From an optimization exercise on the open Yosys and OpenROAD flow, aimed at small area, a short achievable clock period and few clock cycles; shortcuts taken in it are not production practice.
At most, simulation tests tie the RTL to the original design; equivalence was not proved.
No activity file was given, so power comes from the tool's default toggle rates.

## v43
// knn_top
module knn_top #(
    parameter DATA_WIDTH = 8,
    parameter FEATURES   = 8,
    parameter K          = 5
    )(
    input                           clk                 ,
    input                           rst_n               ,
    input [DATA_WIDTH*FEATURES-1:0] train_data          ,
    input                           train_label         ,
    input                           data_valid          ,
    input                           training_done       ,
    input [DATA_WIDTH*FEATURES-1:0] test_data           ,
    output                          predicted_valid_o   ,
    output                          predicted_label_o
    );
Size in the first run: roughly 1200 cells after synthesis, ~130 flip-flops, roughly 140 I/O pins.
export LEC_CHECK = 0
export CAP_MARGIN = 20
export CORE_MARGIN = 2
export CORE_UTILIZATION = 65
export CTS_BUF_LIST = sky130_fd_sc_hd__clkbuf_8
export CTS_CLUSTER_DIAMETER = 80
export CTS_CLUSTER_SIZE = 40
export SLEW_MARGIN = 20
create_clock -name core_clock -period 21.0 [get_ports {clk}]
standard.sh (not shown) runs the stock make flow with config.mk's settings and CLKGATE_MAP_FILE= SYNTH_SCRIPT=/design/flow/synth_recipe.tcl, a recipe that flattens the netlist after the stock synthesis.
==> flow/flow/run.sh <==
#!/bin/bash
set -euo pipefail
bash standard.sh synth > synth.log 2>&1
bash standard.sh BUFFER_PORTS_ARGS="-buffer_cell sky130_fd_sc_hd__buf_1"  finish > layout.log 2>&1
Testbench counts of v43, summed over its fixed seeds: cycles 49,352.
Here is what was changed in the inputs of v2 compared with v43.
==> flow/flow/run.sh <==
#!/bin/bash
set -euo pipefail
bash standard.sh synth > synth.log 2>&1
bash standard.sh SETUP_SLACK_MARGIN=15.5 TNS_END_PERCENT=100 \
    BUFFER_PORTS_ARGS="-buffer_cell sky130_fd_sc_hd__buf_1"  finish > layout.log 2>&1
--- outcome ---
Every stage of the flow completed for v2, and the final layout passed the timing, DRC and antenna checks. NOTE placed standard-cell area v43->v2 increased slightly. Between v2 and v43, the logic depth of the worst path, buffers included is lower for v2. Setup slack in v2 is larger than in v43.
Setup changes, v2 to v20
Settings: CTS_BUF_LIST now sky130_fd_sc_hd__clkbuf_4, was sky130_fd_sc_hd__clkbuf_8; CORE_UTILIZATION now 75, was 65; SLEW_MARGIN now 0, was 20; CAP_MARGIN now 0, was 20.
==> comparison <==
v2 → v20: global routing met2 resource utilization up 10 points, height of the die went down by about 7%, met1 track utilization from global routing moved up, slack of the critical path picked up an extra 0.026 ns, count of placed standard cells including taps now smaller.

knn_top again, from the RTL that the note above started with.
==> flow/config.mk <==
export PLATFORM = sky130hd
export DESIGN_NAME = knn_top
export DESIGN_NICKNAME = knn_top
export VERILOG_FILES = /design/flow/design.v
export SDC_FILE = /design/flow/constraint.sdc
export NUM_CORES = 4
export LEC_CHECK = 0
export CAP_MARGIN = 20
export CORE_MARGIN = 2
export CORE_UTILIZATION = 75
export CTS_BUF_LIST = sky130_fd_sc_hd__clkbuf_4
export CTS_CLUSTER_DIAMETER = 80
export CTS_CLUSTER_SIZE = 40
export PLACE_DENSITY = 0.85
export SLEW_MARGIN = 20
==> flow/constraint.sdc <==
create_clock -name core_clock -period 21.0 [get_ports {clk}]
set_input_delay 4.2000 -clock core_clock [delete_from_list [all_inputs] [get_ports {clk}]]
set_output_delay 4.2000 -clock core_clock [all_outputs]
set_load 0.01 [all_outputs]
==> flow/flow/run.sh <==
#!/bin/bash
set -euo pipefail
bash standard.sh synth > synth.log 2>&1
bash standard.sh SETUP_SLACK_MARGIN=15.5 TNS_END_PERCENT=100 \
    BUFFER_PORTS_ARGS="-buffer_cell sky130_fd_sc_hd__buf_1"  finish > layout.log 2>&1
The baseline produced a clean layout.
Testbench counts at the start, summed over its fixed seeds: cycles 49,352.
Next try:
Settings changed: CORE_UTILIZATION 75 to 82, PLACE_DENSITY 0.85 to not set.
=> The new run died in global routing (5_1_grt). Synthesized area is unchanged. Synthesized cell count stays the same.
Next try:
==> flow/flow/run.sh (replaced) <==
#!/bin/bash
set -euo pipefail
bash standard.sh synth > synth.log 2>&1
bash standard.sh SETUP_SLACK_MARGIN=15.5 TNS_END_PERCENT=10 \
    BUFFER_PORTS_ARGS="-buffer_cell sky130_fd_sc_hd__buf_1"  finish > layout.log 2>&1
Settings changed: CORE_UTILIZATION 82 to 75.
Effect: With this change the flow finished with timing, DRC and antenna clean; synthesized area is unchanged; synthesized cell count stays the same.
Next try:
==> flow/flow/run.sh (replaced) <==
#!/bin/bash
set -euo pipefail
bash standard.sh synth > synth.log 2>&1
bash standard.sh SETUP_SLACK_MARGIN=15.5 TNS_END_PERCENT=100 \
    BUFFER_PORTS_ARGS="-buffer_cell sky130_fd_sc_hd__buf_1"  finish > layout.log 2>&1
Settings changed: CTS_BUF_LIST sky130_fd_sc_hd__clkbuf_4 to not set, CTS_CLUSTER_DIAMETER 80 to not set, CTS_CLUSTER_SIZE 40 to not set.
What happened:
- wire length came out higher by about 45%
- final area came out higher by about 8%
- area after synthesis is unchanged
- cell count goes up by about 1.3%
- sequential power goes up by about 1%
- die area stays the same
- register-to-register slack gets worse by 0.12 ns
- combinational power goes up by about 10%
- via count rose by 12%

Another version of the RTL of knn_top (not shown whole).
For scale: ~1,100 cells after synthesis, ~120 flip-flops, about 140 I/O pins, roughly 9100 µm² of cells after synthesis.
clock: 21.0 ns
lec_check: 0
cap_margin: 20
core_margin: 2
core_utilization: 65
cts_buf_list: sky130_fd_sc_hd__clkbuf_8
cts_cluster_diameter: 80
cts_cluster_size: 40
slew_margin: 20
==> flow/flow/run.sh <==
#!/bin/bash
# Standard ORFS layout, with two changes to how it is made (the SDC, the clock
# period and the standard synthesis are the standard flow's, unchanged):
#  - port buffers are sky130_fd_sc_hd__buf_1 instead of the delay buffer that
#    buffer_ports picks by default;
#  - timing repair aims for extra setup slack (SETUP_SLACK_MARGIN), so that the
#    achieved period, not just the 21 ns clock, is what repair works on.
set -euo pipefail
bash standard.sh synth > synth.log 2>&1
bash standard.sh SETUP_SLACK_MARGIN=15 TNS_END_PERCENT=100 \
    BUFFER_PORTS_ARGS="-buffer_cell sky130_fd_sc_hd__buf_1"  finish > layout.log 2>&1
The baseline completed with no timing, DRC or antenna violations.
Change:
--- a/flow/flow/run.sh
+++ b/flow/flow/run.sh
@@ -9,3 +9,3 @@
 bash standard.sh synth > synth.log 2>&1
-bash standard.sh SETUP_SLACK_MARGIN=15 TNS_END_PERCENT=100 \
+bash standard.sh SETUP_SLACK_MARGIN=0 TNS_END_PERCENT=100 \
     BUFFER_PORTS_ARGS="-buffer_cell sky130_fd_sc_hd__buf_1"  finish > layout.log 2>&1
What happened: The new run ran to the end with no violations; power fell by about a fifth; count of clock-buffer cells in the layout decreases by 2; combinational power shrinks by a quarter to a third; routed wire length fell by well over a third; die area is unchanged; synthesized cell count is unchanged; non-clock buffer count drops by 137; maximum frequency grows by a few percent; hold slack gets worse by 0.027 ns; utilization went down by 19 points; global-route usage is lower by 9.9 points.
Change:
--- a/flow/flow/run.sh
+++ b/flow/flow/run.sh
@@ -9,3 +9,3 @@
 bash standard.sh synth > synth.log 2>&1
-bash standard.sh SETUP_SLACK_MARGIN=0 TNS_END_PERCENT=100 \
+bash standard.sh SETUP_SLACK_MARGIN=15.5 TNS_END_PERCENT=100 \
     BUFFER_PORTS_ARGS="-buffer_cell sky130_fd_sc_hd__buf_1"  finish > layout.log 2>&1
The changed run completed with no timing, DRC or antenna violations. Via count is higher by a quarter to a third. Cell count is higher by roughly a tenth. First-iteration DRC count is higher to 4.1 times its value. Setup slack gets worse by 0.15 ns. Worst hold slack gets better by 0.027 ns. Design area is higher by a quarter to a third. Sequential cell count is unchanged. Wire length is higher by well over a third. Fmax is lower by a few percent. Power is higher by a quarter to a third. Synthesized cell count does not change.
No functional check of the RTL was part of any run of this note.

## old
The RTL this note starts from:
==> flow/design.v <==
`timescale 1ns / 1ps
module knn_distance_cal (
    input             clk,
    input             rst_n,
    input      [63:0] train_data,
    input             train_label,
    input             sample_valid,
    input      [63:0] test_data,
    output     [7:0]  distance_o,
    output            label_o,
    output            valid_o
    );
    function [7:0] absdiff(input [7:0] a, input [7:0] b);
        reg [7:0] g, t, G, T;
        reg       c;
        integer i, j, k;
        begin
            g = a & ~b;
            t = a | ~b;
            G = g;
            T = t;
            for (k = 0; k < 3; k = k + 1)
                for (i = 0; i < 8; i = i + 1)
                    if (i & (1 << k)) begin
                        j = ((i >> k) << k) - 1;
                        G[i] = G[i] | (T[i] & G[j]);
                        T[i] = T[i] & T[j];
                    end
            c = G[7];
            absdiff[0] = a[0] ^ b[0];
            for (i = 1; i < 8; i = i + 1)
                absdiff[i] = a[i] ^ b[i] ^ c ^ (G[i-1] | (c & T[i-1]));
        end
    endfunction
    reg  [63:0] diff_q;
    reg         label_q;
    reg         valid_q;
    reg  [63:0] diff_d;
    integer f;
    always @(*)
        for (f = 0; f < 8; f = f + 1)
            diff_d[f*8 +: 8] = absdiff(train_data[f*8 +: 8], test_data[f*8 +: 8]);
    always @(posedge clk) begin
        diff_q  <= diff_d;
        label_q <= train_label;
        if (!rst_n) valid_q <= 1'b0;
        else        valid_q <= sample_valid;
    end
    function gt8(input [7:0] a, input [7:0] b);
        integer j;
        reg r;
        begin
            r = 1'b0;
            for (j = 0; j < 8; j = j + 1)
                r = (a[j] & ~b[j]) | ((a[j] | ~b[j]) & r);
            gt8 = r;
        end
    endfunction
    function [7:0] max2(input [7:0] a, input [7:0] b);
        max2 = gt8(a, b) ? a : b;
    endfunction
    wire [7:0] m0   = max2(diff_q[ 7: 0], diff_q[15: 8]);
    wire [7:0] m1   = max2(diff_q[23:16], diff_q[31:24]);
    wire [7:0] m2   = max2(diff_q[39:32], diff_q[47:40]);
    wire [7:0] m3   = max2(diff_q[55:48], diff_q[63:56]);
    wire [7:0] m01  = max2(m0, m1);
    wire [7:0] m23  = max2(m2, m3);
    wire [7:0] cheb = max2(m01, m23);
    reg [7:0] cheb_q;
    reg       label_q2;
    reg       valid_q2;
    always @(posedge clk) begin
        cheb_q   <= cheb;
        label_q2 <= label_q;
        if (!rst_n) valid_q2 <= 1'b0;
        else        valid_q2 <= valid_q;
    end
    assign distance_o = cheb_q;
    assign label_o    = label_q2;
    assign valid_o    = valid_q2;
endmodule
`timescale 1ns / 1ps
module knn_distance_comporator #(
    parameter K = 5
    )
    (
    input             clk,
    input             rst_n,
    input      [7:0]  distance_i,
    input             label_i,
    input             valid_i,         
    input             clear_i,         
    input             show_i,          
    output reg        valid_o,
    output reg        label_o
    );
    reg [8*K-1:0] ndist;               
    reg [K-1:0]   lab;
    reg [8*K-1:0] ndist_d;
    reg [K-1:0]   lab_d;
    reg [K-1:0]   lt;                  
    reg [K-1:0]   take_prev, take_new, keep;
    wire          clr = ~rst_n | clear_i;
    function lt8(input [7:0] a, input [7:0] b);
        integer j;
        reg r;
        begin
            r = 1'b0;
            for (j = 0; j < 8; j = j + 1)
                r = (~a[j] & b[j]) | ((~a[j] | b[j]) & r);
            lt8 = r;
        end
    endfunction
    function [7:0] top_dist(input integer i);
        top_dist = ~ndist[8*i +: 8];
    endfunction
    integer i;
    always @(*) begin
        for (i = 0; i < K; i = i + 1)
            lt[i] = valid_i & lt8(distance_i, top_dist(i));
        for (i = 0; i < K; i = i + 1) begin
            take_prev[i] = ~clr & (i > 0 ? lt[i > 0 ? i-1 : 0] : 1'b0);
            take_new[i]  = ~clr & lt[i] & (i > 0 ? ~lt[i > 0 ? i-1 : 0] : 1'b1);
            keep[i]      = ~clr & ~lt[i];
        end
        for (i = 0; i < K; i = i + 1) begin
            ndist_d[8*i +: 8] = ({8{take_prev[i]}} & (i > 0 ? ndist[8*(i > 0 ? i-1 : 0) +: 8] : 8'h00))
                              | ({8{take_new[i]}}  & ~distance_i)
                              | ({8{keep[i]}}      & ndist[8*i +: 8]);
            lab_d[i] = (take_prev[i] & (i > 0 ? lab[i > 0 ? i-1 : 0] : 1'b0))
                     | (take_new[i]  & label_i)
                     | (keep[i]      & lab[i]);
        end
    end
    reg [2:0] sum4;
    reg       last;
    always @(*) begin
        sum4 = 3'd0;
        for (i = 0; i < K-1; i = i + 1)
            sum4 = sum4 + lab[i];
        last = lt[K-1] ? label_i : lab[K-1];
    end
    wire vote = (sum4 > (K/2)) | ((sum4 == (K/2)) & last);
    always @(posedge clk) begin
        ndist <= ndist_d;
        lab   <= lab_d;
        if (!rst_n) begin
            valid_o <= 1'b0;
            label_o <= 1'b0;
        end else begin
            valid_o <= show_i;
            label_o <= show_i & vote;
        end
    end
endmodule
`timescale 1ns / 1ps
module knn_top #(
    parameter DATA_WIDTH = 8,
    parameter FEATURES   = 8,
    parameter K          = 5
    )(
    input                           clk                 ,
    input                           rst_n               ,
    input [DATA_WIDTH*FEATURES-1:0] train_data          ,
    input                           train_label         ,
    input                           data_valid          ,
    input                           training_done       ,
    input [DATA_WIDTH*FEATURES-1:0] test_data           ,
    output                          predicted_valid_o   ,
    output                          predicted_label_o
    );
    wire [7:0] distance;
    wire       label;
    wire       dvalid;
    reg td1;
    always @(posedge clk) begin
        if (!rst_n) td1 <= 1'b0;
        else        td1 <= training_done;
    end
    knn_distance_cal knn_distance_cal_inst (
        .clk          (clk                          ),
        .rst_n        (rst_n                        ),
        .train_data   (train_data                   ),
        .train_label  (train_label                  ),
        .sample_valid (data_valid & ~training_done  ),
        .test_data    (test_data                    ),
        .distance_o   (distance                     ),
        .label_o      (label                        ),
        .valid_o      (dvalid                       )
    );
    knn_distance_comporator #(
        .K (K)
    ) knn_distance_comparator_inst (
        .clk        (clk                                ),
        .rst_n      (rst_n                              ),
        .distance_i (distance                           ),
        .label_i    (label                              ),
        .valid_i    (dvalid                             ),
        .clear_i    (predicted_valid_o & ~training_done ),
        .show_i     (training_done & td1                ),
        .valid_o    (predicted_valid_o                  ),
        .label_o    (predicted_label_o                  )
    );
endmodule
==> flow/config.mk <==
export PLATFORM = sky130hd
export DESIGN_NAME = knn_top
export DESIGN_NICKNAME = knn_top
export VERILOG_FILES = /design/flow/design.v
export SDC_FILE = /design/flow/constraint.sdc
export NUM_CORES = 4
export LEC_CHECK = 0
export CAP_MARGIN = 20
export CORE_MARGIN = 2
export CORE_UTILIZATION = 65
export CTS_BUF_LIST = sky130_fd_sc_hd__clkbuf_8
export CTS_CLUSTER_DIAMETER = 80
export CTS_CLUSTER_SIZE = 40
export SLEW_MARGIN = 20
==> flow/constraint.sdc <==
create_clock -name core_clock -period 21.0 [get_ports {clk}]
set_input_delay 4.2000 -clock core_clock [delete_from_list [all_inputs] [get_ports {clk}]]
set_output_delay 4.2000 -clock core_clock [all_outputs]
set_load 0.01 [all_outputs]
==> flow/flow/run.sh <==
#!/bin/bash
# Standard ORFS layout, with two changes to how it is made (the SDC, the clock
# period and the standard synthesis are the standard flow's, unchanged):
#  - port buffers are sky130_fd_sc_hd__buf_1 instead of the delay buffer that
#    buffer_ports picks by default;
#  - timing repair aims for extra setup slack (SETUP_SLACK_MARGIN), so that the
#    achieved period, not just the 21 ns clock, is what repair works on.
set -euo pipefail
bash standard.sh synth > synth.log 2>&1
bash standard.sh SETUP_SLACK_MARGIN=16 TNS_END_PERCENT=100 \
    BUFFER_PORTS_ARGS="-buffer_cell sky130_fd_sc_hd__buf_1"  finish > layout.log 2>&1
old was carried through to the last stage, and its layout satisfied the timing, DRC and antenna checks.
## Diff of input files: new against old
-- flow/flow/run.sh --
<<< old, line 8
set -euo pipefail
bash standard.sh synth > synth.log 2>&1
bash standard.sh SETUP_SLACK_MARGIN=16 TNS_END_PERCENT=100 \
    BUFFER_PORTS_ARGS="-buffer_cell sky130_fd_sc_hd__buf_1"  finish > layout.log 2>&1
>>> new, line 8
set -euo pipefail
bash standard.sh synth > synth.log 2>&1
bash standard.sh SETUP_SLACK_MARGIN=0 TNS_END_PERCENT=100 \
    BUFFER_PORTS_ARGS="-buffer_cell sky130_fd_sc_hd__buf_1"  finish > layout.log 2>&1
Findings:
- The final reports for new and old show number of fillers in the final layout higher in the former.
- Diff old -> new: growth of design area from synthesis to finish -19 points, setup slack -0.52 ns, non-clock buffer count -70, clock power share +2.3 points.
- Compared with old, new is more frugal on power.
No run of this note included a check of the RTL's function; only the layout flow was run.

-- afterwards: timing with drivers on the ports --
In the flow no input, the clock included, has a driving cell. The finished layouts below were timed again as built, in two steps.
Step 1 assumes that a clkbuf_16 drives the clock port and a buf_2 every other input.
Step 2 moves the port delays by t, midway between the first and last clock arrival at a register: inputs arrive t later, outputs are due t later. That takes back most of the time a late clock gives input paths.
Three values: ideal, step 1, step 2; two values: the first two.
run | t (ns) | setup WS [ns] | clock arrival spread, ns | slew at the worst register clock pin (ns) | worst slew at a driven data input, ns
v43 | 0.474 | 15.193 / 15.193 / 14.933 | 0.015 / 0.015 | 0.08 / 0.08 | 0.05
v2 | 0.490 | 15.561 / 15.573 / 15.083 | 0.014 / 0.014 | 0.09 / 0.09 | 0.05
v20 | 0.569 | 15.587 / 15.602 / 15.033 | 0.018 / 0.018 | 0.11 / 0.11 | 0.04
the first run of note 2 | 0.609 | 15.619 / 15.637 / 15.029 | 0.024 / 0.023 | 0.12 / 0.12 | 0.06
the third run of note 2 | 0.580 | 15.539 / 15.549 / 14.969 | 0.022 / 0.022 | 0.12 / 0.12 | 0.05
the fourth run of note 2 | 0.470 | 15.188 / 15.169 / 14.699 | 0.010 / 0.010 | 0.06 / 0.06 | 0.07
the first run of note 3 | 0.502 | 13.990 / 13.974 / 13.472 | 0.015 / 0.014 | 0.08 / 0.08 | 0.08
the second run of note 3 | 0.481 | 14.136 / 14.149 / 13.668 | 0.010 / 0.010 | 0.07 / 0.07 | 0.05
the third run of note 3 | 0.502 | 13.990 / 13.974 / 13.472 | 0.015 / 0.014 | 0.08 / 0.08 | 0.08
old | 0.483 | 15.265 / 15.240 / 14.757 | 0.012 / 0.012 | 0.08 / 0.08 | 0.07
new | 0.472 | 14.745 / 14.758 / 14.286 | 0.010 / 0.010 | 0.07 / 0.07 | 0.05
After both steps setup and hold are still met in every run listed. The setup slack of the first run of note 2, which loses most, moves by +0.018 ns with the drivers and by -0.590 ns with both steps.
